From an optimization exercise on the open Yosys and OpenROAD flow, aimed at small area, a short achievable clock period and few clock cycles; shortcuts taken in it are not production practice.
Only simulation tests tie the RTL to the original design; equivalence was not proved.
Power and IR drop assume default switching activity.

**flow/run.sh**
```bash
#!/bin/bash
# synth_recipe.tcl (not shown) runs the flow's synth.tcl, then flattens the netlist and writes it again
# the make line also repeats each setting of config.mk as NAME=value (left out here)
make -C /OpenROAD-flow-scripts/flow DESIGN_CONFIG=/design/flow/config.mk WORK_HOME=/design/flow/orfs CLKGATE_MAP_FILE= SYNTH_SCRIPT=/design/flow/synth_recipe.tcl finish
```
**flow/config.mk**
```make
export PLATFORM = sky130hd
export DESIGN_NAME = Conv
export DESIGN_NICKNAME = Conv
export VERILOG_FILES = /design/flow/design.v
export SDC_FILE = /design/flow/constraint.sdc
export NUM_CORES = 4
export LEC_CHECK = 0
export CAP_MARGIN = 20
export CORE_MARGIN = 2
export CORE_UTILIZATION = 40
export SLEW_MARGIN = 20
```
**flow/design.v**
```verilog
module Conv(
  clk,
  rst_n,
  image_valid,
  filter_valid,
  in_data,
  out_valid,
  out_data
);
input clk,rst_n,image_valid,filter_valid;
input [2:0] in_data;
output [8:0] out_data;
output logic out_valid;
logic [2:0] f [0:8];     
logic [2:0] q [0:14];    
logic [5:0] cnt;         
logic [6:0] U1_s, U1_c;
logic [7:0] U2_s, U2_c;
logic [8:0] U3_s, U3_c;
logic [8:0] S_s, S_c;
logic [8:0] C;          
logic [8:0] M0, M1, M2;  
logic v0, v1;            
logic [5:0] pos1;        
wire u1_1 = (f[0][0] & q[14][1]) ^ (f[0][1] & q[14][0]) ^ (f[1][0] & q[13][1]);
wire u1_2 = ((f[0][0] & q[14][1]) & (f[0][1] & q[14][0])) | ((f[1][0] & q[13][1]) & ((f[0][0] & q[14][1]) ^ (f[0][1] & q[14][0])));
wire u1_3 = (f[0][0] & q[14][2]) ^ (f[0][1] & q[14][1]) ^ (f[0][2] & q[14][0]);
wire u1_4 = ((f[0][0] & q[14][2]) & (f[0][1] & q[14][1])) | ((f[0][2] & q[14][0]) & ((f[0][0] & q[14][2]) ^ (f[0][1] & q[14][1])));
wire u1_5 = (f[1][0] & q[13][2]) ^ (f[1][1] & q[13][1]) ^ (f[1][2] & q[13][0]);
wire u1_6 = ((f[1][0] & q[13][2]) & (f[1][1] & q[13][1])) | ((f[1][2] & q[13][0]) & ((f[1][0] & q[13][2]) ^ (f[1][1] & q[13][1])));
wire u1_7 = u1_2 ^ u1_3 ^ u1_5;
wire u1_8 = (u1_2 & u1_3) | (u1_5 & (u1_2 ^ u1_3));
wire u1_9 = (f[0][1] & q[14][2]) ^ (f[0][2] & q[14][1]) ^ (f[1][1] & q[13][2]);
wire u1_10 = ((f[0][1] & q[14][2]) & (f[0][2] & q[14][1])) | ((f[1][1] & q[13][2]) & ((f[0][1] & q[14][2]) ^ (f[0][2] & q[14][1])));
wire u1_11 = (f[1][2] & q[13][1]) ^ u1_4 ^ u1_6;
wire u1_12 = ((f[1][2] & q[13][1]) & u1_4) | (u1_6 & ((f[1][2] & q[13][1]) ^ u1_4));
wire u1_13 = u1_9 ^ u1_11 ^ u1_8;
wire u1_14 = (u1_9 & u1_11) | (u1_8 & (u1_9 ^ u1_11));
wire u1_15 = (f[0][2] & q[14][2]) ^ (f[1][2] & q[13][2]) ^ u1_10;
wire u1_16 = ((f[0][2] & q[14][2]) & (f[1][2] & q[13][2])) | (u1_10 & ((f[0][2] & q[14][2]) ^ (f[1][2] & q[13][2])));
wire u1_17 = u1_12 ^ u1_15 ^ u1_14;
wire u1_18 = (u1_12 & u1_15) | (u1_14 & (u1_12 ^ u1_15));
wire [6:0] u1_a = {1'b0, u1_16, u1_17, u1_13, u1_7, (f[1][1] & q[13][0]), (f[0][0] & q[14][0])};
wire [6:0] u1_b = {1'b0, u1_18, 1'b0, 1'b0, 1'b0, u1_1, (f[1][0] & q[13][0])};
wire u2_1 = U1_c[0] ^ U1_s[0] ^ (f[2][0] & q[13][0]);
wire u2_2 = (U1_c[0] & U1_s[0]) | ((f[2][0] & q[13][0]) & (U1_c[0] ^ U1_s[0]));
wire u2_3 = U1_c[1] ^ U1_s[1] ^ (f[2][0] & q[13][1]);
wire u2_4 = (U1_c[1] & U1_s[1]) | ((f[2][0] & q[13][1]) & (U1_c[1] ^ U1_s[1]));
wire u2_5 = (f[2][1] & q[13][0]) ^ (f[3][0] & q[7][1]) ^ (f[3][1] & q[7][0]);
wire u2_6 = ((f[2][1] & q[13][0]) & (f[3][0] & q[7][1])) | ((f[3][1] & q[7][0]) & ((f[2][1] & q[13][0]) ^ (f[3][0] & q[7][1])));
wire u2_7 = u2_2 ^ u2_3 ^ u2_5;
wire u2_8 = (u2_2 & u2_3) | (u2_5 & (u2_2 ^ u2_3));
wire u2_9 = U1_c[2] ^ U1_s[2] ^ (f[2][0] & q[13][2]);
wire u2_10 = (U1_c[2] & U1_s[2]) | ((f[2][0] & q[13][2]) & (U1_c[2] ^ U1_s[2]));
wire u2_11 = (f[2][1] & q[13][1]) ^ (f[2][2] & q[13][0]) ^ (f[3][0] & q[7][2]);
wire u2_12 = ((f[2][1] & q[13][1]) & (f[2][2] & q[13][0])) | ((f[3][0] & q[7][2]) & ((f[2][1] & q[13][1]) ^ (f[2][2] & q[13][0])));
wire u2_13 = (f[3][1] & q[7][1]) ^ (f[3][2] & q[7][0]) ^ u2_4;
wire u2_14 = ((f[3][1] & q[7][1]) & (f[3][2] & q[7][0])) | (u2_4 & ((f[3][1] & q[7][1]) ^ (f[3][2] & q[7][0])));
wire u2_15 = u2_6 ^ u2_11 ^ u2_9;
wire u2_16 = (u2_6 & u2_11) | (u2_9 & (u2_6 ^ u2_11));
wire u2_17 = u2_13 ^ u2_8 ^ u2_15;
wire u2_18 = (u2_13 & u2_8) | (u2_15 & (u2_13 ^ u2_8));
wire u2_19 = U1_c[3] ^ U1_s[3] ^ (f[2][1] & q[13][2]);
wire u2_20 = (U1_c[3] & U1_s[3]) | ((f[2][1] & q[13][2]) & (U1_c[3] ^ U1_s[3]));
wire u2_21 = (f[2][2] & q[13][1]) ^ (f[3][1] & q[7][2]) ^ (f[3][2] & q[7][1]);
wire u2_22 = ((f[2][2] & q[13][1]) & (f[3][1] & q[7][2])) | ((f[3][2] & q[7][1]) & ((f[2][2] & q[13][1]) ^ (f[3][1] & q[7][2])));
wire u2_23 = u2_10 ^ u2_12 ^ u2_19;
wire u2_24 = (u2_10 & u2_12) | (u2_19 & (u2_10 ^ u2_12));
wire u2_25 = u2_21 ^ u2_14 ^ u2_16;
wire u2_26 = (u2_21 & u2_14) | (u2_16 & (u2_21 ^ u2_14));
wire u2_27 = u2_23 ^ u2_18 ^ u2_25;
wire u2_28 = (u2_23 & u2_18) | (u2_25 & (u2_23 ^ u2_18));
wire u2_29 = U1_c[4] ^ U1_s[4] ^ (f[2][2] & q[13][2]);
wire u2_30 = (U1_c[4] & U1_s[4]) | ((f[2][2] & q[13][2]) & (U1_c[4] ^ U1_s[4]));
wire u2_31 = (f[3][2] & q[7][2]) ^ u2_20 ^ u2_22;
wire u2_32 = ((f[3][2] & q[7][2]) & u2_20) | (u2_22 & ((f[3][2] & q[7][2]) ^ u2_20));
wire u2_33 = u2_29 ^ u2_24 ^ u2_31;
wire u2_34 = (u2_29 & u2_24) | (u2_31 & (u2_29 ^ u2_24));
wire u2_35 = u2_26 ^ u2_33 ^ u2_28;
wire u2_36 = (u2_26 & u2_33) | (u2_28 & (u2_26 ^ u2_33));
wire u2_37 = U1_c[5] ^ U1_s[5] ^ u2_30;
wire u2_38 = (U1_c[5] & U1_s[5]) | (u2_30 & (U1_c[5] ^ U1_s[5]));
wire u2_39 = u2_32 ^ u2_37 ^ u2_34;
wire u2_40 = (u2_32 & u2_37) | (u2_34 & (u2_32 ^ u2_37));
wire u2_41 = U1_c[6] ^ U1_s[6] ^ u2_38;
wire u2_42 = (U1_c[6] & U1_s[6]) | (u2_38 & (U1_c[6] ^ U1_s[6]));
wire [7:0] u2_a = {u2_42, u2_41, u2_39, u2_35, u2_27, u2_17, u2_7, (f[3][0] & q[7][0])};
wire [7:0] u2_b = {1'b0, u2_40, u2_36, 1'b0, 1'b0, 1'b0, 1'b0, u2_1};
wire u3_1 = U2_c[0] ^ U2_s[0] ^ (f[4][0] & q[7][0]);
wire u3_2 = (U2_c[0] & U2_s[0]) | ((f[4][0] & q[7][0]) & (U2_c[0] ^ U2_s[0]));
wire u3_3 = U2_c[1] ^ U2_s[1] ^ (f[4][0] & q[7][1]);
wire u3_4 = (U2_c[1] & U2_s[1]) | ((f[4][0] & q[7][1]) & (U2_c[1] ^ U2_s[1]));
wire u3_5 = (f[4][1] & q[7][0]) ^ (f[5][0] & q[6][1]) ^ (f[5][1] & q[6][0]);
wire u3_6 = ((f[4][1] & q[7][0]) & (f[5][0] & q[6][1])) | ((f[5][1] & q[6][0]) & ((f[4][1] & q[7][0]) ^ (f[5][0] & q[6][1])));
wire u3_7 = u3_2 ^ u3_3 ^ u3_5;
wire u3_8 = (u3_2 & u3_3) | (u3_5 & (u3_2 ^ u3_3));
wire u3_9 = U2_c[2] ^ U2_s[2] ^ (f[4][0] & q[7][2]);
wire u3_10 = (U2_c[2] & U2_s[2]) | ((f[4][0] & q[7][2]) & (U2_c[2] ^ U2_s[2]));
wire u3_11 = (f[4][1] & q[7][1]) ^ (f[4][2] & q[7][0]) ^ (f[5][0] & q[6][2]);
wire u3_12 = ((f[4][1] & q[7][1]) & (f[4][2] & q[7][0])) | ((f[5][0] & q[6][2]) & ((f[4][1] & q[7][1]) ^ (f[4][2] & q[7][0])));
wire u3_13 = (f[5][1] & q[6][1]) ^ (f[5][2] & q[6][0]) ^ u3_4;
wire u3_14 = ((f[5][1] & q[6][1]) & (f[5][2] & q[6][0])) | (u3_4 & ((f[5][1] & q[6][1]) ^ (f[5][2] & q[6][0])));
wire u3_15 = u3_6 ^ u3_11 ^ u3_9;
wire u3_16 = (u3_6 & u3_11) | (u3_9 & (u3_6 ^ u3_11));
wire u3_17 = u3_13 ^ u3_8 ^ u3_15;
wire u3_18 = (u3_13 & u3_8) | (u3_15 & (u3_13 ^ u3_8));
wire u3_19 = U2_c[3] ^ U2_s[3] ^ (f[4][1] & q[7][2]);
wire u3_20 = (U2_c[3] & U2_s[3]) | ((f[4][1] & q[7][2]) & (U2_c[3] ^ U2_s[3]));
wire u3_21 = (f[4][2] & q[7][1]) ^ (f[5][1] & q[6][2]) ^ (f[5][2] & q[6][1]);
wire u3_22 = ((f[4][2] & q[7][1]) & (f[5][1] & q[6][2])) | ((f[5][2] & q[6][1]) & ((f[4][2] & q[7][1]) ^ (f[5][1] & q[6][2])));
wire u3_23 = u3_10 ^ u3_12 ^ u3_19;
wire u3_24 = (u3_10 & u3_12) | (u3_19 & (u3_10 ^ u3_12));
wire u3_25 = u3_21 ^ u3_14 ^ u3_16;
wire u3_26 = (u3_21 & u3_14) | (u3_16 & (u3_21 ^ u3_14));
wire u3_27 = u3_23 ^ u3_18 ^ u3_25;
wire u3_28 = (u3_23 & u3_18) | (u3_25 & (u3_23 ^ u3_18));
wire u3_29 = U2_c[4] ^ U2_s[4] ^ (f[4][2] & q[7][2]);
wire u3_30 = (U2_c[4] & U2_s[4]) | ((f[4][2] & q[7][2]) & (U2_c[4] ^ U2_s[4]));
wire u3_31 = (f[5][2] & q[6][2]) ^ u3_20 ^ u3_22;
wire u3_32 = ((f[5][2] & q[6][2]) & u3_20) | (u3_22 & ((f[5][2] & q[6][2]) ^ u3_20));
wire u3_33 = u3_29 ^ u3_24 ^ u3_31;
wire u3_34 = (u3_29 & u3_24) | (u3_31 & (u3_29 ^ u3_24));
wire u3_35 = u3_26 ^ u3_33 ^ u3_28;
wire u3_36 = (u3_26 & u3_33) | (u3_28 & (u3_26 ^ u3_33));
wire u3_37 = U2_c[5] ^ U2_s[5] ^ u3_30;
wire u3_38 = (U2_c[5] & U2_s[5]) | (u3_30 & (U2_c[5] ^ U2_s[5]));
wire u3_39 = u3_32 ^ u3_37 ^ u3_34;
wire u3_40 = (u3_32 & u3_37) | (u3_34 & (u3_32 ^ u3_37));
wire u3_41 = U2_c[6] ^ U2_s[6] ^ u3_38;
wire u3_42 = (U2_c[6] & U2_s[6]) | (u3_38 & (U2_c[6] ^ U2_s[6]));
wire u3_43 = U2_c[7] ^ U2_s[7] ^ u3_42;
wire u3_44 = (U2_c[7] & U2_s[7]) | (u3_42 & (U2_c[7] ^ U2_s[7]));
wire [8:0] u3_a = {u3_44, u3_43, u3_41, u3_39, u3_35, u3_27, u3_17, u3_7, (f[5][0] & q[6][0])};
wire [8:0] u3_b = {1'b0, 1'b0, u3_40, u3_36, 1'b0, 1'b0, 1'b0, 1'b0, u3_1};
wire s_1 = U3_c[0] ^ U3_s[0] ^ (f[6][0] & q[1][0]);
wire s_2 = (U3_c[0] & U3_s[0]) | ((f[6][0] & q[1][0]) & (U3_c[0] ^ U3_s[0]));
wire s_3 = U3_c[1] ^ U3_s[1] ^ (f[6][0] & q[1][1]);
wire s_4 = (U3_c[1] & U3_s[1]) | ((f[6][0] & q[1][1]) & (U3_c[1] ^ U3_s[1]));
wire s_5 = (f[6][1] & q[1][0]) ^ (f[7][0] & q[0][1]) ^ (f[7][1] & q[0][0]);
wire s_6 = ((f[6][1] & q[1][0]) & (f[7][0] & q[0][1])) | ((f[7][1] & q[0][0]) & ((f[6][1] & q[1][0]) ^ (f[7][0] & q[0][1])));
wire s_7 = s_2 ^ s_3 ^ s_5;
wire s_8 = (s_2 & s_3) | (s_5 & (s_2 ^ s_3));
wire s_9 = U3_c[2] ^ U3_s[2] ^ (f[6][0] & q[1][2]);
wire s_10 = (U3_c[2] & U3_s[2]) | ((f[6][0] & q[1][2]) & (U3_c[2] ^ U3_s[2]));
wire s_11 = (f[6][1] & q[1][1]) ^ (f[6][2] & q[1][0]) ^ (f[7][0] & q[0][2]);
wire s_12 = ((f[6][1] & q[1][1]) & (f[6][2] & q[1][0])) | ((f[7][0] & q[0][2]) & ((f[6][1] & q[1][1]) ^ (f[6][2] & q[1][0])));
wire s_13 = (f[7][1] & q[0][1]) ^ (f[7][2] & q[0][0]) ^ s_4;
wire s_14 = ((f[7][1] & q[0][1]) & (f[7][2] & q[0][0])) | (s_4 & ((f[7][1] & q[0][1]) ^ (f[7][2] & q[0][0])));
wire s_15 = s_6 ^ s_11 ^ s_9;
wire s_16 = (s_6 & s_11) | (s_9 & (s_6 ^ s_11));
wire s_17 = s_13 ^ s_8 ^ s_15;
wire s_18 = (s_13 & s_8) | (s_15 & (s_13 ^ s_8));
wire s_19 = U3_c[3] ^ U3_s[3] ^ (f[6][1] & q[1][2]);
wire s_20 = (U3_c[3] & U3_s[3]) | ((f[6][1] & q[1][2]) & (U3_c[3] ^ U3_s[3]));
wire s_21 = (f[6][2] & q[1][1]) ^ (f[7][1] & q[0][2]) ^ (f[7][2] & q[0][1]);
wire s_22 = ((f[6][2] & q[1][1]) & (f[7][1] & q[0][2])) | ((f[7][2] & q[0][1]) & ((f[6][2] & q[1][1]) ^ (f[7][1] & q[0][2])));
wire s_23 = s_10 ^ s_12 ^ s_19;
wire s_24 = (s_10 & s_12) | (s_19 & (s_10 ^ s_12));
wire s_25 = s_21 ^ s_14 ^ s_16;
wire s_26 = (s_21 & s_14) | (s_16 & (s_21 ^ s_14));
wire s_27 = s_23 ^ s_18 ^ s_25;
wire s_28 = (s_23 & s_18) | (s_25 & (s_23 ^ s_18));
wire s_29 = U3_c[4] ^ U3_s[4] ^ (f[6][2] & q[1][2]);
wire s_30 = (U3_c[4] & U3_s[4]) | ((f[6][2] & q[1][2]) & (U3_c[4] ^ U3_s[4]));
wire s_31 = (f[7][2] & q[0][2]) ^ s_20 ^ s_22;
wire s_32 = ((f[7][2] & q[0][2]) & s_20) | (s_22 & ((f[7][2] & q[0][2]) ^ s_20));
wire s_33 = s_29 ^ s_24 ^ s_31;
wire s_34 = (s_29 & s_24) | (s_31 & (s_29 ^ s_24));
wire s_35 = s_26 ^ s_33 ^ s_28;
wire s_36 = (s_26 & s_33) | (s_28 & (s_26 ^ s_33));
wire s_37 = U3_c[5] ^ U3_s[5] ^ s_30;
wire s_38 = (U3_c[5] & U3_s[5]) | (s_30 & (U3_c[5] ^ U3_s[5]));
wire s_39 = s_32 ^ s_37 ^ s_34;
wire s_40 = (s_32 & s_37) | (s_34 & (s_32 ^ s_37));
wire s_41 = U3_c[6] ^ U3_s[6] ^ s_38;
wire s_42 = (U3_c[6] & U3_s[6]) | (s_38 & (U3_c[6] ^ U3_s[6]));
wire s_43 = U3_c[7] ^ U3_s[7] ^ s_42;
wire s_44 = (U3_c[7] & U3_s[7]) | (s_42 & (U3_c[7] ^ U3_s[7]));
wire s_45 = U3_c[8] ^ U3_s[8] ^ s_44;
wire s_46 = (U3_c[8] & U3_s[8]) | (s_44 & (U3_c[8] ^ U3_s[8]));
wire [8:0] s_a = {s_45, s_43, s_41, s_39, s_35, s_27, s_17, s_7, (f[7][0] & q[0][0])};
wire [8:0] s_b = {1'b0, 1'b0, s_40, s_36, 1'b0, 1'b0, 1'b0, 1'b0, s_1};
wire c_1 = S_c[0] ^ S_s[0] ^ (f[8][0] & q[0][0]);
wire c_2 = (S_c[0] & S_s[0]) | ((f[8][0] & q[0][0]) & (S_c[0] ^ S_s[0]));
wire c_3 = S_c[1] ^ S_s[1] ^ (f[8][0] & q[0][1]);
wire c_4 = (S_c[1] & S_s[1]) | ((f[8][0] & q[0][1]) & (S_c[1] ^ S_s[1]));
wire c_5 = (f[8][1] & q[0][0]) ^ c_2 ^ c_3;
wire c_6 = ((f[8][1] & q[0][0]) & c_2) | (c_3 & ((f[8][1] & q[0][0]) ^ c_2));
wire c_7 = S_c[2] ^ S_s[2] ^ (f[8][0] & q[0][2]);
wire c_8 = (S_c[2] & S_s[2]) | ((f[8][0] & q[0][2]) & (S_c[2] ^ S_s[2]));
wire c_9 = (f[8][1] & q[0][1]) ^ (f[8][2] & q[0][0]) ^ c_4;
wire c_10 = ((f[8][1] & q[0][1]) & (f[8][2] & q[0][0])) | (c_4 & ((f[8][1] & q[0][1]) ^ (f[8][2] & q[0][0])));
wire c_11 = c_7 ^ c_6 ^ c_9;
wire c_12 = (c_7 & c_6) | (c_9 & (c_7 ^ c_6));
wire c_13 = S_c[3] ^ S_s[3] ^ (f[8][1] & q[0][2]);
wire c_14 = (S_c[3] & S_s[3]) | ((f[8][1] & q[0][2]) & (S_c[3] ^ S_s[3]));
wire c_15 = (f[8][2] & q[0][1]) ^ c_8 ^ c_13;
wire c_16 = ((f[8][2] & q[0][1]) & c_8) | (c_13 & ((f[8][2] & q[0][1]) ^ c_8));
wire c_17 = c_10 ^ c_15 ^ c_12;
wire c_18 = (c_10 & c_15) | (c_12 & (c_10 ^ c_15));
wire c_19 = S_c[4] ^ S_s[4] ^ (f[8][2] & q[0][2]);
wire c_20 = (S_c[4] & S_s[4]) | ((f[8][2] & q[0][2]) & (S_c[4] ^ S_s[4]));
wire c_21 = c_14 ^ c_19 ^ c_16;
wire c_22 = (c_14 & c_19) | (c_16 & (c_14 ^ c_19));
wire c_23 = S_c[5] ^ S_s[5] ^ c_20;
wire c_24 = (S_c[5] & S_s[5]) | (c_20 & (S_c[5] ^ S_s[5]));
wire c_25 = S_c[6] ^ S_s[6] ^ c_24;
wire c_26 = (S_c[6] & S_s[6]) | (c_24 & (S_c[6] ^ S_s[6]));
wire c_27 = S_c[7] ^ S_s[7] ^ c_26;
wire c_28 = (S_c[7] & S_s[7]) | (c_26 & (S_c[7] ^ S_s[7]));
wire c_29 = S_c[8] ^ S_s[8] ^ c_28;
wire c_30 = (S_c[8] & S_s[8]) | (c_28 & (S_c[8] ^ S_s[8]));
wire [8:0] c_a = {c_29, c_27, c_25, c_23, c_21, c_17, c_11, c_5, c_1};
wire [8:0] c_b = {1'b0, 1'b0, 1'b0, c_22, c_18, 1'b0, 1'b0, 1'b0, 1'b0};
always_ff @(posedge clk) begin
  if (filter_valid) begin
    for (int k = 0; k < 8; k++) f[k] <= f[k+1];
    f[8] <= in_data;
  end
  if (image_valid) begin
    q[0] <= in_data;
    for (int k = 1; k < 15; k++) q[k] <= q[k-1];
    U1_s <= u1_a;
    U1_c <= u1_b;
    U2_s <= u2_a;
    U2_c <= u2_b;
    U3_s <= u3_a;
    U3_c <= u3_b;
    S_s <= s_a;
    S_c <= s_b;
  end
  C <= c_a + c_b;
  pos1 <= cnt;
end
wire [2:0] cc = pos1[2:0];
wire codd  = ~cc[0];                            
wire rodd  = pos1[3] ^ (cc == 3'd0);            
wire first = ~rodd & ~codd;
wire last  = rodd & codd;
logic [8:0] mx;
always_comb mx = (C > M0) ? C : M0;
always_ff @(posedge clk) begin
  if (v1) begin
    if (codd) begin
      M0 <= M1;
      M1 <= M2;
      M2 <= mx;
    end else begin
      M0 <= first ? C : mx;
    end
  end
end
assign out_data = M2;
wire [2:0] row = cnt[5:3];
wire [2:0] col = cnt[2:0];
always_ff @(posedge clk or negedge rst_n) begin
  if (!rst_n) begin
    cnt <= 0;
    v0 <= 0;
    v1 <= 0;
    out_valid <= 0;
  end else begin
    if (image_valid) cnt <= cnt + 1;
    v0 <= image_valid & (row[2] | row[1]) & (col[2] | col[1]);
    v1 <= v0;
    out_valid <= v1 & last;
  end
end
endmodule
```
**flow/constraint.sdc**
```tcl
create_clock -name core_clock -period 6.0 [get_ports {clk}]
set_input_delay 1.2000 -clock core_clock [delete_from_list [all_inputs] [get_ports {clk}]]
set_output_delay 1.2000 -clock core_clock [all_outputs]
set_load 0.01 [all_outputs]
```
==> metrics.md, run 1 <==
| Metric | Value |
|---|---|
| Startpoint Class | `register` |
| R2r setup slk | `2.76 ns` |
| Slowest CP cell | `fa_1` |
| Starting Density | `40.75%` |
| Max Clock Freq | `308.9 MHz` |
| Port bufs | `16` |
| Tightest Pin Transition | `0.7652 ns` |
| Arr. time, crit path | `3.40 ns` |
| Global Route Usage Sum | `12.91%` |
| RD Place Congestion | `0.7890` |
| Std-Cell Rows | `51` |
| WL per Instance | `14.22 um` |
| PD cells | `442.2 nW/um2` |
| Total grt overflow | `0` |
| Die height | `144.8 um` |
| Leakage | `0.003660 uW` |
| Multi-input combinational cell area | `2773 um2` |
| Slew headroom | `48.88%` |
| Nets@finish | `682` |
| CTS tree | `done` |
| Diode count | `0` |
| Fin cells | `854` |
| Share of layout cells above drive strength 1 | `8.659%` |
| Hold Fails Final Rpt | `0` |
| Most used cell, CP | `fa_1` |
| Avg Synthesized Cell Area | `14.63 um2` |
| Reg-to-reg endpoint | `U3_s[4]` |
| Slowest stage delay, CP | `0.55 ns` |
| Maximum vdd drop | `0.2118 mV` |
| Post-synth cell types | `28` |
| Pin count of the biggest net entering global routing | `57` |
| Cell Area, Synth | `7931 um2` |
| #FFs+latches synth | `163` |
| R2R cell count | `9` |
| Utilization after layout | `46.13%` |
| Slew Limit Fails | `0` |
| Die ar. | `20970 um2` |
| Final setup violation count | `0` |
| Cell Chain, Critical Path | `nand2_1 > fa_1 > inv_1 > fa_1 > inv_1 > fa_1 > fa_1 > inv_1 > fa_1` |
| Setup crit end kind | `register` |
| Slack of the critical path | `2.763 ns` |
| Initial antenna violation count | `0` |
| Hold Path Class | `reg -> reg` |
| Worst reg2reg path startpoint | `q[7][1]` |
| Deepest clock path buffer count | `2` |
| Asr flop ratio synth | `5.521%` |
| Crit path time final | `3.237 ns` |
| Area grow syn2layout | `13.20%` |
| Status | `no timing/DRC/antenna violations` |
| First-pass GRT wire length | `20.36 mm` |
| Worst-path clk slew | `0.07 ns` |
| Post-synth top flop | `edfxtp_1` |
| Setup TNS | `0 ns` |
| Post-CTS Setup Bufs | `0` |
| Via Count | `3936` |
| Hold buffers post-CTS | `0` |
| Post-Synthesis Cells | `542` |
| Final HPWL DP | `8.423 mm` |
| Vias per inst | `4.609` |
| Total CTS buffers | `17` |
| Setup crit start | `q[7][1]` |
| Synth warnings | `3` |
| Vias in the first global route | `4154` |
| CTS resizes | `0` |
| Worst Path Max Fanout | `7` |
| Detailed-router iteration count before antenna repair | `4` |
| Wirelength, routed | `12.15 mm` |
| Hold Startpoint | `v0` |
| Fillers | `1713` |
| Crit path to | `U3_s[4]` |
| Die W | `144.8 um` |
| Max cap viols | `0` |
| Ports | `17` |
| Seq/Total Area, Yosys | `59.50%` |
| Layout Skew | `0.01120 ns` |
| FF/Latch Area | `4720 um2` |
| Clock Sinks | `163` |
| # DRC | `0` |
| Number of flops mapped to enable cells by yosys | `141` |
| Detail Route Antenna Nets | `0` |
| Req. time, crit path | `6.17 ns` |
| Post-Syn Nets | `648` |
| 1st-iter DRT viols | `279` |
| Cell Count Post-Placement | `822` |
| Dpl ws | `2.748 ns` |
| Setup CP Type | `reg -> reg` |
| Root Buffer | `clkbuf_16` |
| Core ar. | `19460 um2` |
| Fin crit share | `53.96%` |
| H-Tree Level Count | `4` |
| RSZ-0062 raised after global routing | `no` |
| Clk Latency, worst-skew pair | `0.43 ns` |
## worst max-delay path: cells and delay by family (launching register included)
family | cells | cell delay (ns)
adders and majority gates | 5 | 2.22
DFF | 1 | 0.47
buffers and inverters | 3 | 0.18
and+or+nand+nor | 1 | 0.11
## layout by cell type (no fill, tap or decap), types with 2 or more instances in the layout
cell	instances
edfxtp_1	141
inv_1	111
fa_1	70
nand2_1	55
and2_1	34
ha_1	29
clkbuf_16	17
a21oi_1	16
clkdlybuf4s50_1	15
mux2_2	14
dfxtp_1	13
dfrtp_1	9
nor2_1	8
xnor2_1	7
nor2b_1	6
mux2_1	5
clkinvlp_4	5
nand4_1	4
mux2i_1	4
inv_6	4
buf_4	4
o21ai_0	2
xor2_1	2
clkinv_4	2
## metal layers
layer | up-vias | track usage, % | share of wire [%]
met3 | 18 | 3.554 | 3.2
met2 | 46 | 20.56 | 49
met5 | - | 0 | 0
met1 | 2035 | 16.92 | 47
met4 | 0 | 4.957 | 1.4
li1 | 1837 | - | -
## layout make-up
cell class                      count  share of cell area, %
Multi-Input combinational cell    264                  30.88
Clock buffer                       18                  4.780
Timing Repair Buffer               19                  2.007
Sequential cell                   163                  52.56
Inverter                          111                  4.640
Tap cell                          265                  3.693
Clock inverter                     14                  1.435
## stage by stage
| step | instance area [um2] | total power, uW | hold slack (ns) |
|---|---|---|---|
| after floorplan | 7931 | 2681 | 0.3312 |
| after global placement | 8421 | 2957 | 0.3328 |
| after detailed placement | 8421 | 3002 | 0.3464 |
| after CTS | 8979 | 4052 | 0.3569 |
| after global routing | 8979 | 4298 | 0.3645 |
| final | 8979 | 3971 | 0.3484 |
## power by group
group          internal, uW  total (uW)  switching, uW
registers              1610        1800            190
logic                   558        1140            581
clock network           574        1030            457
total                  2740        3970           1230
## registers in the layout, indices dropped and copies added, names as in the netlist, 4 cells and up
signal,count
S_s,9
M1,9
q,45
cnt,6
M0,9
U3_s,8
pos1,4
M2,9
C,9
U2_s,7
U1_s,6
f,27
## synth_stat cells (all sizes together) (3+ instances only)
master / n / share of area [%]
ha: 29 / 4.6
edfxtp: 141 / 53
a21oi: 16 / 1.0
mux2: 19 / 2.7
o21ai: 3 / 0.33
nor2b: 6 / 0.47
inv: 111 / 5.3
nor2: 8 / 0.38
mux2i: 4 / 0.50
clkbuf: 3 / 0.14
fa: 70 / 18
dfxtp: 13 / 3.3
nand4: 4 / 0.32
nand2: 55 / 2.6
dfrtp: 9 / 2.8
xnor2: 7 / 0.77
and2: 34 / 2.7
## kinds of logic after synthesis
logic type | Yosys count | share of synthesized area, %
multiplexers | 23 | 3.202
XOR/XNOR | 9 | 0.9939
buffers and inverters | 115 | 5.537
AO/OA/AOI/OAI | 25 | 1.988
adder cells (fa/ha/maj) | 99 | 22.24
AND/OR/NAND/NOR | 108 | 6.531
flip-flops | 163 | 59.50
## worst min path at each step
stage	endpoint	slack (ns)	depth (start not counted)
2_1_floorplan	v1	0.33	0
3_3_place_gp	v1	0.33	0
3_5_place_dp	v1	0.35	0
4_1_cts	v1	0.36	0
5_1_grt	v1	0.36	0
6_report	v1	0.35	0
Testbench counts, summed over its fixed seeds: cycles 9,600.
==> run 2, diff against run 1 <==
--- a/flow/config.mk
+++ b/flow/config.mk
@@ -8,4 +8,5 @@
 export CAP_MARGIN = 20
 export CORE_MARGIN = 2
 export CORE_UTILIZATION = 40
+export SETUP_SLACK_MARGIN = 3.4
 export SLEW_MARGIN = 20
==> run 2 against run 1 <==
  * Synthesized cell count unchanged
  * Via count is 3.3% higher
  * Global-route usage increased by 0.84 points
  * Utilization rose by 2.8 points
  * Sequential power barely moved
  * First-iteration DRC count is 23% higher
  * Die area stayed put
  * Routed wire length is 5.9% higher
  * Clock power increased by 6%
  * Clock skew decreased by 0.0012 ns
  * Critical path type unchanged
==> metrics.md, run 2 <==
| Metric | Value |
|---|---|
| Status | `no timing/DRC/antenna violations` |
| Fillers | `1687 (-1.5%)` |
| Maximum vdd drop | `0.1875 mV (-11%)` |
| Startpoint Class | `register` |
| Setup TNS | `0 ns (unchanged)` |
| Worst Path Max Fanout | `2 (-5)` |
| Adder-cell share of the synthesized area | `22.24% (unchanged)` |
| Met1 Use GR | `18.28% (+1.4 points)` |
| Layout Skew | `0.01003 ns (-0.001169 ns)` |
| Die ar. | `20970 um2 (unchanged)` |
| H-Tree Level Count | `4 (unchanged)` |
| Die height | `144.8 um (unchanged)` |
| Ports | `17 (unchanged)` |
| Total grt overflow | `0 (unchanged)` |
| Setup CP Type | `reg -> reg` |
| Post-synth top cells | `edfxtp_1 (141), inv_1 (111), fa_1 (70)` |
| Root Buffer | `clkbuf_16` |
| Wirelength, routed | `12.87 mm (+5.9%)` |
| Deepest clock path buffer count | `2 (unchanged)` |
| Clock Sinks | `163 (unchanged)` |
| Die W | `144.8 um (unchanged)` |
| Seq/Total Area, Yosys | `59.50% (unchanged)` |
| Area grow syn2layout | `20.07%` |
| Leakage | `0.003840 uW (+4.9%)` |
| Post-synth cell types | `28 (unchanged)` |
| Gr busiest metal | `met2` |
| Req. time, crit path | `6.17 ns (about the same)` |
| Post-Synthesis Cells | `542 (unchanged)` |
| Most common cell after layout, fill and taps aside | `edfxtp_1` |
| Hold Fails Final Rpt | `0 (unchanged)` |
| Hold buffers post-CTS | `0 (unchanged)` |
| Pin count of the biggest net entering global routing | `49 (-14%)` |
| Worst hold stages | `0 (unchanged)` |
| First-pass GRT wire length | `21.42 mm (+5.2%)` |
| Area share of the largest cell type after synthesis | `53.38% (unchanged)` |
| Final setup violation count | `0 (unchanged)` |
| Vias per inst | `4.569 (-0.88%)` |
| Leading area contributor after synthesis | `edfxtp_1` |
| Initial antenna violation count | `0 (unchanged)` |
| Detailed-router iteration count before antenna repair | `4 (unchanged)` |
| Slew Limit Fails | `0 (unchanged)` |
| Arr. time, crit path | `3.19 ns (-0.21 ns)` |
| Via Count | `4066 (+3.3%)` |
| Std-Cell Rows | `51 (unchanged)` |
| Number of flops mapped to enable cells by yosys | `141 (unchanged)` |
| Crit path time final | `3.022 ns (-0.2155 ns)` |
| Top Registers | `q x45, f x27` |
| Setup crit end kind | `register` |
| Total CTS buffers | `17 (unchanged)` |
| CTS tree | `done` |
| 1st-iter DRT viols | `342 (+23%)` |
| Reg-to-reg endpoint | `U3_s[4]` |
| Max Clock Freq | `330.9 MHz (+7.1%)` |
| Asr flop ratio synth | `5.521% (unchanged)` |
| PD cells | `444.4 nW/um2 (+0.49%)` |
| Dominant cells by area after synthesis | `edfxtp_1 (53%), fa_1 (18%), inv_1 (5.3%)` |
| R2r setup slk | `2.98 ns (+0.22 ns)` |
| Port bufs | `16 (unchanged)` |
| Slew headroom | `53.59% (+4.7 points)` |
| Largest family of logic cells by synthesized area | `adder cells` |
| Avg Synthesized Cell Area | `14.63 um2 (unchanged)` |
| Worst-path clk slew | `0.07 ns (about the same)` |
| Count leader, synth | `edfxtp_1` |
| #FFs+latches synth | `163 (unchanged)` |
| Post-synthesis xor/xnor area fraction | `0.9938% (unchanged)` |
| Post-synthesis mux area share | `3.202% (unchanged)` |
| Synth warnings | `3 (unchanged)` |
| Fin crit share | `50.37% (-3.6 points)` |
| Multi-input combinational cell area | `2960 um2 (+6.8%)` |
| Max cap viols | `0 (unchanged)` |
| Post-synth top flop | `edfxtp_1` |
| Vias in the first global route | `4338 (+4.4%)` |
| Post-Syn Nets | `648 (unchanged)` |
| Share of layout cells above drive strength 1 | `28.00% (+19 points)` |
| Clk Latency, worst-skew pair | `0.43 ns (about the same)` |
| Core ar. | `19460 um2 (unchanged)` |
| Global Route Usage Sum | `13.75% (+0.84 points)` |
| Tightest Pin Transition | `0.6951 ns (-0.07007 ns)` |
| Hold Startpoint | `v0` |
| Final HPWL DP | `8.647 mm (+2.7%)` |
| Nets@finish | `718 (+5.3%)` |
| Largest register FFs | `45 (unchanged)` |
| Cell Area, Synth | `7931 um2 (unchanged)` |
| RSZ-0062 raised after global routing | `yes` |
| Utilization after layout | `48.93% (+2.8 points)` |
| WL per Instance | `14.46 um (+1.7%)` |
| Worst hold endpoint | `v1` |
| GR Layer Usage met2 | `21.85% (+1.3 points)` |
| FF/Latch Area | `4720 um2 (unchanged)` |
| Commonest non-fill, non-tap cells in the layout | `edfxtp_1 (141), inv_1 (80), nand2_1 (46), fa_2 (35), fa_1 (35)` |
| Largest reg by FF count | `q` |
| R2R cell count | `9 (unchanged)` |
| Starting Density | `40.75% (unchanged)` |
| Hold Path Class | `reg -> reg` |
| Diode count | `0 (unchanged)` |
| Synth Area in Compound Gates | `1.988% (unchanged)` |
| # DRC | `0 (unchanged)` |
| Met3 GRT Util | `3.093% (-0.46 points)` |
| Worst reg2reg path startpoint | `q[7][1]` |
| Detail Route Antenna Nets | `0 (unchanged)` |
| RD Place Congestion | `0.8038 (+1.9%)` |
| Simple-gate portion of the synthesized area | `6.531% (unchanged)` |
## run 2: cell counts after synthesis
No cell type changed its count.
## run 2: what timing repair did
| action | 4_1_cts | 5_1_grt |
|---|---|---|
| gates resized for setup | 14 | 61 |
| endpoints found under the setup margin | 15 | 22 |
| setup buffers | 19 | 17 |
| gates cloned | 0 | 0 |
| pin swaps | 18 | 23 |
## run 2: area by class of cell
class,count,area share (%)
Inverter,111,4.375
Tap cell,265,3.482
Multi-Input combinational cell,264,31.09
Sequential cell,163,49.56
Clock inverter,15,1.774
Timing Repair Buffer,55,5.256
Clock buffer,17,4.467
## run 2: how the worst max path moves through the flow
stage / start / cells after the start / endpoint / slack [ns]
after floorplan: q[7][0] / 9 / U3_s[4] / 3.05
after detailed placement: q[7][0] / 9 / U3_s[4] / 2.90
after global placement: q[7][0] / 9 / U3_s[4] / 2.95
final: q[7][1] / 9 / U3_s[4] / 2.98
after global routing: f[6][1] / 9 / S_s[4] / 2.90
after CTS: q[7][1] / 9 / U3_s[4] / 2.96
## run 2: power by group
part | internal [uW] | switching, uW
Combinational | 690 | 649
Clock | 624 | 467
Sequential | 1610 | 190
## run 2: critical path, stage by stage, from the launching register on
cell,delay (ns)
edfxtp_1,0.39
nand2_2,0.07
fa_1,0.55
inv_2,0.04
fa_2,0.56
inv_2,0.04
fa_2,0.34
fa_2,0.34
inv_2,0.06
fa_1,0.37
## run 2: metrics by stage
step / cell area (um2) / std cells / total power (uW) / hold WS [ns] / setup slack [ns]
after global routing: 9523 / 890 / 4589 / 0.3875 / 2.898
after detailed placement: 8461 / 822 / 3061 / 0.3661 / 2.899
after global placement: 8461 / 822 / 3014 / 0.3403 / 2.948
after CTS: 9235 / 873 / 4199 / 0.3794 / 2.959
final: 9523 / 890 / 4232 / 0.3680 / 2.978
after floorplan: 7971 / 542 / 2721 / 0.3312 / 3.052
## run 2: routing by layer
metal  share of wire [%]  vias up
met5                   0        -
met2                  48       54
met3                 2.8       19
met4                 1.9        0
met1                  47     2080
li1                    -     1913
## run 2: cell families (layout without fill, tap and decap cells)
| family | Yosys count | after routing |
|---|---|---|
| simple gates | 108 | 108 |
| flops | 163 | 163 |
| mux | 23 | 23 |
| compound gates | 25 | 25 |
| fa+ha+maj | 99 | 99 |
| xor+xnor | 9 | 9 |
| buf+inv | 115 | 198 |
==> run 3, diff against run 2 <==
--- a/flow/config.mk
+++ b/flow/config.mk
@@ -8,5 +8,5 @@
 export CAP_MARGIN = 20
 export CORE_MARGIN = 2
 export CORE_UTILIZATION = 40
-export SETUP_SLACK_MARGIN = 3.4
+export SETUP_SLACK_MARGIN = 3.0
 export SLEW_MARGIN = 20
==> run 3 against run 2 <==
  * Sequential share of layout area rose by 1.8 points
  * Critical path type unchanged
  * Synthesized cell count did not move
  * Utilization fell by 1.7 points
  * Clock skew rose by 0.00052 ns
  * Flip-flop and latch count did not move
==> metrics.md, run 3 <==
| Metric | Value |
|---|---|
| Ports | `17 (unchanged)` |
| Area share of the largest cell type after synthesis | `53.38% (unchanged)` |
| Commonest non-fill, non-tap cells in the layout | `edfxtp_1 (141), inv_1 (101), fa_1 (58), nand2_1 (52), and2_1 (34)` |
| Setup crit start | `q[7][2]` |
| Crit path time final | `3.036 ns (+0.01424 ns)` |
| CTS tree | `done` |
| Area grow syn2layout | `15.89%` |
| Port bufs | `16 (unchanged)` |
| Global Route Usage Sum | `13.64% (-0.11 points)` |
| Detailed-router iteration count before antenna repair | `4 (unchanged)` |
| Worst Path Max Fanout | `3 (+1)` |
| Root Buffer | `clkbuf_16` |
| Slowest CP cell | `fa_2` |
| Via Count | `4030 (-0.89%)` |
| Hold Startpoint | `v0` |
| Deepest clock path buffer count | `2 (unchanged)` |
| Leakage | `0.003777 uW (-1.6%)` |
| Hold Path Class | `reg -> reg` |
| Most used cell, CP | `fa_2` |
| Post-Synthesis Cells | `542 (unchanged)` |
| GR Layer Usage met2 | `22.19% (+0.35 points)` |
| CP delay by family, top | `adder cells` |
| # DRC | `0 (unchanged)` |
| #FFs+latches synth | `163 (unchanged)` |
| Setup CP Type | `reg -> reg` |
| Vias per inst | `4.595 (+0.58%)` |
| Crit path depth | `9 (unchanged)` |
| Final setup violation count | `0 (unchanged)` |
| Leading area contributor after synthesis | `edfxtp_1` |
| Seq/Total Area, Yosys | `59.50% (unchanged)` |
| Layout Skew | `0.01055 ns (+0.0005190 ns)` |
| Number of flops mapped to enable cells by yosys | `141 (unchanged)` |
| Cell Count Post-Placement | `822 (unchanged)` |
| Slew Limit Fails | `0 (unchanged)` |
| Critical path buffers and inverters | `3 (unchanged)` |
| Hold buffers post-CTS | `0 (unchanged)` |
| Nets@finish | `705 (-1.8%)` |
| Maximum vdd drop | `0.2124 mV (+13%)` |
| Clock Sinks | `163 (unchanged)` |
| Design area | `9191 um2 (-3.5%)` |
| Post-Syn Nets | `648 (unchanged)` |
| Total CTS buffers | `17 (unchanged)` |
| Hold Fails Final Rpt | `0 (unchanged)` |
| PD cells | `440.0 nW/um2 (-1.0%)` |
| Most common cell after layout, fill and taps aside | `edfxtp_1` |
| Arr. time, crit path | `3.19 ns (about the same)` |
| Startpoint Class | `register` |
| Share of layout cells above drive strength 1 | `16.67% (-11 points)` |
| Total grt overflow | `0 (unchanged)` |
| Starting Density | `40.75% (unchanged)` |
| Fin crit share | `50.60% (+0.24 points)` |
| RSZ-0062 raised after global routing | `yes` |
| Met1 Use GR | `17.95% (-0.33 points)` |
| Final HPWL DP | `8.378 mm (-3.1%)` |
| Slowest stage delay, CP | `0.54 ns (-0.02 ns)` |
| Req. time, crit path | `6.15 ns (-0.02 ns)` |
| Count leader, synth | `edfxtp_1` |
| Post-synth top cells | `edfxtp_1 (141), inv_1 (111), fa_1 (70)` |
| Worst reg2reg path startpoint | `q[7][2]` |
| Std-Cell Rows | `51 (unchanged)` |
| Dpl ws | `2.831 ns (-0.06786 ns)` |
| Status | `no timing/DRC/antenna violations` |
| Diode count | `0 (unchanged)` |
| R2R cell count | `9 (unchanged)` |
| Met3 GRT Util | `3.685% (+0.59 points)` |
| Post-synth cell types | `28 (unchanged)` |
| Vias in the first global route | `4181 (-3.6%)` |
| 1st-iter DRT viols | `227 (-34%)` |
| Die W | `144.8 um (unchanged)` |
| WL per Instance | `14.82 um (+2.5%)` |
| Reg-to-reg endpoint | `U3_s[4]` |
| Initial antenna violation count | `0 (unchanged)` |
| Synth warnings | `3 (unchanged)` |
| Post-synth top flop | `edfxtp_1` |
| Largest register FFs | `45 (unchanged)` |
| Detail Route Antenna Nets | `0 (unchanged)` |
| Cell Area, Synth | `7931 um2 (unchanged)` |
| Top Registers | `q x45, f x27` |
| Cell Chain, Critical Path | `buf_4 > and2_1 > ha_1 > fa_2 > inv_2 > fa_2 > fa_2 > inv_2 > fa_1` |
| Largest reg by FF count | `q` |
| Dominant cells by area after synthesis | `edfxtp_1 (53%), fa_1 (18%), inv_1 (5.3%)` |
| Die height | `144.8 um (unchanged)` |
| First-pass GRT wire length | `21.30 mm (-0.55%)` |
| Slew headroom | `39.45% (-14 points)` |
| Max cap viols | `0 (unchanged)` |
| Crit path to | `U3_s[4]` |
| Fin cells | `877 (-1.5%)` |
| Wirelength, routed | `13.00 mm (+1.0%)` |
| Max Clock Freq | `329.4 MHz (-0.47%)` |
| Clk Latency, worst-skew pair | `0.42 ns (about the same)` |
| Pin count of the biggest net entering global routing | `62 (+27%)` |
| Utilization after layout | `47.23% (-1.7 points)` |
| Gr busiest metal | `met2` |
| RD Place Congestion | `0.8073 (+0.44%)` |
| Asr flop ratio synth | `5.521% (unchanged)` |
| H-Tree Level Count | `4 (unchanged)` |
| Slack of the critical path | `2.964 ns (-0.01424 ns)` |
| Setup crit end kind | `register` |
| Core ar. | `19460 um2 (unchanged)` |
| Tightest Pin Transition | `0.9064 ns (+0.2112 ns)` |
| Avg Synthesized Cell Area | `14.63 um2 (unchanged)` |
| Setup TNS | `0 ns (unchanged)` |
| Post-DP Area | `8428 um2 (-0.38%)` |
| Worst-path clk slew | `0.06 ns (about the same)` |
| R2r setup slk | `2.96 ns (about the same)` |
| Die ar. | `20970 um2 (unchanged)` |
## run 3: final cells by class
type,count,area (um2)
Clock buffer,21,480.5
Fill cell,1699,10270
Timing Repair Buffer,42,352.8
Inverter,111,416.7
Sequential cell,163,4720
Multi-Input combinational cell,264,2813
Clock inverter,11,77.57
Tap cell,265,331.6
## run 3: worst min-delay path by stage
stage | end | cells past startpoint
CTS | v1 | 0
floorplan | v1 | 0
global route | v1 | 0
detailed placement | v1 | 0
finish | v1 | 0
global placement | v1 | 0
## run 3: per-stage QoR
step,total power [uW],hold WS [ns]
after detailed placement,3012,0.3347
final,4044,0.3484
after global placement,2967,0.3319
after floorplan,2686,0.3312
after global routing,4350,0.3550
after CTS,4084,0.3497
## run 3: kinds of logic after synthesis
| family | Yosys count | synth area share, % |
|---|---|---|
| compound gates | 25 | 1.988 |
| simple gates | 108 | 6.531 |
| mux | 23 | 3.202 |
| xor+xnor | 9 | 0.9939 |
| fa+ha+maj | 99 | 22.24 |
| flops | 163 | 59.50 |
| buf+inv | 115 | 5.537 |
## run 3: repair_timing
item	CTS	global route
gates resized for setup	9	14
pin swaps	8	9
setup endpoints to repair	4	6
buffers inserted	19	4
## run 3: routing by layer
| metal | vias to the layer above | share of wire (%) |
|---|---|---|
| li1 | 1881 | - |
| met1 | 2085 | 46 |
| met3 | 9 | 3.1 |
| met2 | 55 | 50 |
| met4 | 0 | 0.97 |
| met5 | - | 0 |
## run 3: power by group
part	switching (uW)	internal, uW	leakage [uW]
Clock	444	575	0.000283
Combinational	627	600	0.00190
Sequential	186	1610	0.00159
Total	1260	2790	0.00378
## run 3: worst reg2reg max path, cell delays in order (launching register included)
cell      delay (ns)
edfxtp_1        0.45
buf_4           0.18
and2_1          0.15
ha_1            0.30
fa_2            0.54
inv_2           0.04
fa_2            0.33
fa_2            0.34
inv_2           0.06
fa_1            0.39

[port drivers added, routing unchanged]
How much do the figures lean on ideal ports? The routed layouts below were timed once more, with nothing changed but the port constraints.
Step 1, drivers: a clkbuf_16 drives clk and a buf_2 each remaining input, both assumed.
Step 2 moves the port delays by t, midway between the first and last clock arrival at a register: inputs arrive t later, outputs are due t later. That takes back most of the time a late clock gives input paths.
a / b / c = ideal ports / drivers / drivers and shift; a / b = the first two.
run | t, ns | setup slack, ns | latest minus earliest clock arrival (ns) | slew at the worst register clock pin (ns) | worst data-port slew with drivers (ns)
run 1 | 0.468 | 2.763 / 2.763 / 2.763 | 0.013 / 0.012 | 0.07 / 0.07 | 0.03
run 2 | 0.469 | 2.978 / 2.978 / 2.978 | 0.012 / 0.011 | 0.07 / 0.07 | 0.03
run 3 | 0.456 | 2.964 / 2.964 / 2.964 | 0.012 / 0.012 | 0.07 / 0.07 | 0.03
After both steps every run listed still meets setup and hold.
